This design comes from an exercise in tuning for small area, a short achievable clock period and few clock cycles per item on the open sky130 flow, not from production work. No functional check of the RTL was part of any run shown here. Power is estimated from default activity; no workload was simulated.

## flow/design.v (module list and top-level ports; edited modules follow where they fit)
// module dotproduct: 1566 lines
module dotproduct (
    input  logic         clk_i,
    input  logic         rst_ni,
    input  logic         start_i,
    input  logic [7:0]   nnz_i,
    input  logic [31:0]  a0_i, a1_i, a2_i, a3_i, a4_i,
                         a5_i, a6_i, a7_i, a8_i, a9_i,
    input  logic [31:0]  b0_i, b1_i, b2_i, b3_i, b4_i,
                         b5_i, b6_i, b7_i, b8_i, b9_i,
    input  logic [31:0]  c_i,
    output logic [63:0]  result_o,
    output logic         busy_o,
    output logic         result_valid_o,
    output logic [31:0]  cycle_count_o
);
  // ...
==> flow/flow/run.sh <==
#!/bin/bash
set -o pipefail
export BUFFER_PORTS_ARGS="-buffer_cell sky130_fd_sc_hd__buf_1"
bash standard.sh SETUP_SLACK_MARGIN=9.0 finish > standard.log 2>&1
==> flow/standard.sh <==
#!/bin/bash
# synth_recipe.tcl (not shown) runs the flow's synth.tcl, then flattens the netlist and writes it again
# the make line also repeats each setting of config.mk as NAME=value (left out here)
make -C /OpenROAD-flow-scripts/flow DESIGN_CONFIG=/design/flow/config.mk WORK_HOME=/design/flow/orfs CLKGATE_MAP_FILE= SYNTH_SCRIPT=/design/flow/synth_recipe.tcl "${@:-finish}"
==> flow/config.mk <==
export PLATFORM = sky130hd
export DESIGN_NAME = dotproduct
export DESIGN_NICKNAME = dotproduct
export VERILOG_FILES = /design/flow/design.v
export SDC_FILE = /design/flow/constraint.sdc
export NUM_CORES = 4
export LEC_CHECK = 0
export ABC_AREA = 1
export CAP_MARGIN = 20
export CORE_MARGIN = 2
export CORE_UTILIZATION = 40
export CTS_BUF_LIST = sky130_fd_sc_hd__clkbuf_4 sky130_fd_sc_hd__clkbuf_8
export SLEW_MARGIN = 20
==> flow/constraint.sdc <==
create_clock -name core_clock -period 15.0 [get_ports {clk_i}]
set_input_delay 3.0000 -clock core_clock [delete_from_list [all_inputs] [get_ports {clk_i}]]
set_output_delay 3.0000 -clock core_clock [all_outputs]
set_load 0.01 [all_outputs]
==> flow_summary.toml, run 1 <==
[global_route]
grt_pass1_wl_um = 204300
grt_max_degree = 79
met3_usage_pct = 10.02

[power_and_ir_drop]
p_sw_share_pct = 56.14
ir_drop_v = 0.0002704
power.density_nw_per_um2 = 252.6
p_leak_nw = 15.59
dominant_power_group = "combinational logic"
p_total_mw = 7.942

[final_layout]
flops_and_latches = 155
final_core_util_pct = 46.09
nonClockBufferCount = 807
seq_area_um2 = 3242
largest_reg_flops = 64
multi_input_area_share_pct = 67.47

[clock_network]
post_cts_buffers = 3
cts_made_buffers = 17

[setup_path]
cpMostUsedCell = "inv_1"
path_cells = "ha_1 -> inv_1 -> nor3_1 -> inv_1 -> o22ai_1 -> a22oi_1 -> o21ai_0 -> a21oi_1 -> o21ai_1 -> xor2_1 -> buf_1"
path_buf_inv = 3
criticalPathCategory = "reg2out"
slowest_stage = "ha_1"
cp_max_fo = 3

[synth]
syn-cell-area_um2 = 27450
synthDistinctLibCells = 58
synth_top_family_by_area = "simple AND/OR/NAND/NOR gates"
synth.ff_latch_count = 155
yosys.area_share.adder_pct = 24.45

[route]
drc = 0
route.met2.wl_um = 63310
viasPerCell = 5.587
wl_met3_um = 15270
postRouteAntennaNets = 0

[outcome]
status = "complete, no violations"

[placed_design]
place_ws_ps = 8627
dp.cells = 5503

[min_path]
whs_path_depth = 2

[timing]
setup_viol = 0
timing.final.ws_setup_ps = 9072
drv_slew = 0

[floorplanning]
initial_core_util_pct = 40.23
==> inputs of run 2 (changes only) <==
--- a/flow/design.v
+++ b/flow/design.v
@@ -1527,17 +1527,17 @@
     assign fs709 = acc[61] ^ ms521 ^ mc584;
     assign fc710 = (acc[61] & ms521) | (acc[61] & mc584) | (ms521 & mc584);
     assign fs711 = acc[62] ^ ms522 ^ mc585;
     assign fc712 = (acc[62] & ms522) | (acc[62] & mc585) | (ms522 & mc585);
     assign fs713 = acc[63] ^ ms523 ^ mc586;
     assign fc714 = (acc[63] & ms523) | (acc[63] & mc586) | (ms523 & mc586);
     assign fsum = {fs713, fs711, fs709, fs707, fs705, fs703, fs701, fs699, fs697, fs695, fs693, fs691, fs689, fs687, fs685, fs683, fs681, fs679, fs677, fs675, fs673, fs671, fs669, fs667, fs665, fs663, fs661, fs659, fs657, fs655, fs653, fs651, fs649, fs647, fs645, fs643, fs641, fs639, fs637, fs635, fs633, fs631, fs629, fs627, fs625, fs623, fs621, fs619, fs617, fs615, fs613, fs611, fs609, fs607, fs605, fs603, fs601, fs599, fs597, fs595, fs593, fs591, fs589, fs587};
     assign fcar = {fc712, fc710, fc708, fc706, fc704, fc702, fc700, fc698, fc696, fc694, fc692, fc690, fc688, fc686, fc684, fc682, fc680, fc678, fc676, fc674, fc672, fc670, fc668, fc666, fc664, fc662, fc660, fc658, fc656, fc654, fc652, fc650, fc648, fc646, fc644, fc642, fc640, fc638, fc636, fc634, fc632, fc630, fc628, fc626, fc624, fc622, fc620, fc618, fc616, fc614, fc612, fc610, fc608, fc606, fc604, fc602, fc600, fc598, fc596, fc594, fc592, fc590, fc588, mc524};
-    localparam int BW = 4;
+    localparam int BW = 32;
     localparam int NB = 64 / BW;
     logic [NB-2:0] bc;
     logic [63:0]   bcw;
     logic [63:0]   acc_next;
     logic [NB-2:0] bc_next;
     always_comb begin
         bcw = 64'd0;
         for (int k = 1; k < NB; k++) bcw[k*BW] = bc[k-1];
==> flow_summary.toml, run 2 <==
[route]
route.met2.wl_um = 62280
wirelength_um = 140900
drt-initial-drc-count = 3786
wl_per_cell_um = 25.33
wl_met3_um = 14730
highest_layer = "met5"
viasPerCell = 5.613
dr_total_vias = 31230
drc = 0
wl_met1_um = 54980
first_pass_iters = 6
postRouteAntennaNets = 0

[final_layout]
final_cell_mix = "1125 x nand2_1, 743 x buf_1, 426 x inv_1, 285 x xor2_1, 237 x fa_1"
drive_gt1_share_pct = 10.60
finalNetCount = 5703
fin_area_um2 = 32320
largest_reg_flops = 64
final_core_util_pct = 49.15
reg_top3 = "acc: 64 flops, M: 32 flops, sel: 10 flops"
syn_to_final_growth_pct = 21.57
final_cells = 5564
layout_commonest_cell = "nand2_1"
top_register = "acc"

[power_and_ir_drop]
p_sw_share_pct = 53.49
power_frac_comb_pct = 66.7
p_seq_share_pct = 22.0
power.net_switching_mw = 1.644
p_int_mw = 1.430
p_leak_nw = 15.69
p_clk_share_pct = 11.4
ir_drop_v = 0.00007238
p_total_mw = 3.074
power.density_nw_per_um2 = 95.12

[timing]
slew_headroom_pct = 18.58
setup_viol = 0
hold_viol_final = 0
timing.final.ws_setup_ps = 9044
fmax_mhz = 167.9
final.period_utilization_pct = 39.71
rsz0062_at_grt = "yes"
fin_skew_ps = 26.02
worst_pin_slew_ps = 1190
setup_tns_ps = 0
min_period_ps = 5956
drv_slew = 0
hold_slack_ps = 490.5

[setup_path]
max_stage_delay_ps = 360
end_kind = "output pin"
critPathArrivalTime_ps = 2960
slowest_stage = "dfxtp_2"
criticalPathCategory = "reg2out"
cp.required_ps = 12000
path_cells = "ha_4 -> nand3_4 -> nor2_4 -> nand3_4 -> nor2_4 -> nand3_4 -> nor2_4 -> nand2_2 -> nor2_4 -> nand2_2 -> nor2_4 -> nand2_4 -> nor2_4 -> nand2_2 -> xor2_2 -> buf_4"
cp_max_fo = 3
worstSetupStartpointType = "flip-flop"
cpMostUsedCell = "nor2_4"

[clock_network]
clkLatencyLatePin_ps = 560
cts_max_level = 4
clock_tree.buffer_depth = 2
clk_pin_slew_ps = 90
cts_tree = "built"
cts_made_buffers = 17
cts_hold_buf = 0
cts-root-buf = "clkbuf_8"
clock-sinks = 141

[synth]
synth_edf_count = 0
synthDistinctLibCells = 57
synthTopCellsByCount = "1135 x nand2_1, 465 x inv_1, 297 x xor2_1"
syn_inst = 3958
yosys.area_share.adder_pct = 23.42
synth_top_family_by_area = "simple AND/OR/NAND/NOR gates"
synth_top_cell_area_share_pct = 18.30
synthXorXnorAreaFrac_pct = 10.51
yosysWarnings = 1
synth_area_leaders = "fa_1 18%, nand2_1 16%, xor2_1 9.8%"
syn-cell-area_um2 = 26580
ys.flop_type = "dfxtp_1"
syn_avg_cell_area_um2 = 6.716
synth.ff_latch_count = 141
yosysMostFrequentCell = "nand2_1"
synth_top_area_cell = "fa_1"
synth-seq-area-share_pct = 10.96
synth_compound_area_share_pct = 14.98
async_reset_ff_share_pct = 12.77
synth_mux_area_share_pct = 0.5272
synth-simple-area-share_pct = 26.97

[global_route]
grt.total_usage_pct = 39.47
antenna_found_initial = 24
grt_max_degree = 94
overflow = 0
grt_pass1_wl_um = 195300
grt_pass1_vias = 28900

[outcome]
status = "complete, no violations"

[job]
drv_cap = 0

[placed_design]
dp.cells = 5370
port_buffers = 752
place_ws_ps = 8458
place.gp.congestion = 1.032
hpwl_um = 110900
placed_area_um2 = 29500

[floorplanning]
coreArea_um2 = 65750
die_h_um = 261.8
initial_core_util_pct = 40.43
num_rows = 94
ios = 781
die_w_um = 261.8
dieArea_um2 = 68530

[min_path]
hp-class = "reg2reg"
-- run 2: cell types whose count changed after synthesis, sizes merged, moves of 17 or more --
| cell | change |
|---|---|
| xor2 | -29 |
| nand2 | -19 |
| or2 | +17 |
| inv | -95 |
| nor2 | +23 |
| buf | +30 |
| a21oi | +20 |
| nor3 | -19 |
-- run 2: kinds of logic after synthesis --
| group | count (synthesis) |
|---|---|
| compound gates | 647 |
| buf+inv | 763 |
| other cells | 1 |
| mux | 14 |
| xor+xnor | 319 |
| simple gates | 1721 |
| fa+ha+maj | 352 |
| flops | 141 |
-- run 2: final timing paths --
kind,end,slack [ps],cells past startpoint,from
max reg2reg,acc[59],9140,24,M[7]
max,result_o[59],9040,16,acc[32]
min reg2reg,cnt_q[1],490,2,cnt_q[1]
min in group asynchronous,cnt_q[3],2420,2,rst_ni
max in group asynchronous,sel[0],12260,2,rst_ni
min,cnt_q[1],490,2,cnt_q[1]
-- run 2: power by group through the flow --
| stage | Sequential (mW) | Combinational [mW] | Clock, mW |
|---|---|---|---|
| after global routing | 0.687 | 2.27 | 0.367 |
| final | 0.675 | 2.05 | 0.349 |
| after CTS | 0.662 | 1.86 | 0.352 |
| after detailed placement | 0.671 | 1.83 | 0 |
| after floorplan | 0.592 | 1.31 | 0 |
| after global placement | 0.671 | 1.83 | 0 |
-- run 2: layout make-up --
class | count | area [µm²]
Tap cell | 864 | 1081
Timing Repair inverter | 1 | 5.005
Fill cell | 6888 | 33430
Timing Repair Buffer | 953 | 4726
Antenna cell | 19 | 47.55
Clock inverter | 10 | 138.9
Sequential cell | 141 | 2970
Multi-Input combinational cell | 3081 | 21150
Inverter | 474 | 1923
Clock buffer | 21 | 276.5
-- run 2: timing repair --
| item | in CTS | in global routing |
|---|---|---|
| buffers inserted | 99 | 44 |
| gates cloned | 0 | 1 |
| pin swaps | 5 | 39 |
| endpoints found under the setup margin | 51 | 49 |
| resized for setup | 75 | 205 |
-- run 2: critical path, delay by kind of cell, from the launching register on --
kind,cells,cell delay (ps)
buffers and inverters,1,160
adders and majority gates,1,160
xor gates and xnor gates,1,210
DFF,1,360
and+or+nand+nor,13,1510
-- run 2: metal layers --
metal / vias up / GRT usage, %
met3: 429 / 8.565
met1: 14560 / 51.34
met5: - / 0
li1: 14150 / -
met2: 2076 / 61.30
met4: 6 / 20.91

[static timing again, ports no longer ideal]
In the flow no input, the clock included, has a driving cell. The finished layouts below were timed again as built, in two steps.
Step 1 (the two cells are an assumption about what drives the block):
set clk [get_ports {clk_i}]
set_driving_cell -lib_cell sky130_fd_sc_hd__clkbuf_16 $clk
set_driving_cell -lib_cell sky130_fd_sc_hd__buf_2 [delete_from_list [all_inputs] $clk]
Step 2 times the ports against the registers' clock, not the clock port: input delays grow and output delays shrink by t, the midpoint of the rising clock arrivals with the driver on.
Three values: ideal ports, drivers, drivers and shift; two values: the first two.
run | shift t [ns] | setup slack, ns | worst setup path at the end | worst register clock-pin slew, ns
run 1 | 0.597 | 9.072 / 9.017 / 8.755 | input to register | 0.10 / 0.10
run 2 | 0.607 | 9.044 / 8.983 / 9.056 | input to register | 0.10 / 0.10
After both steps setup and hold are still met in every run listed. The setup slack of run 1, which loses most, moves by -0.055 ns with the drivers and by -0.317 ns with both steps.
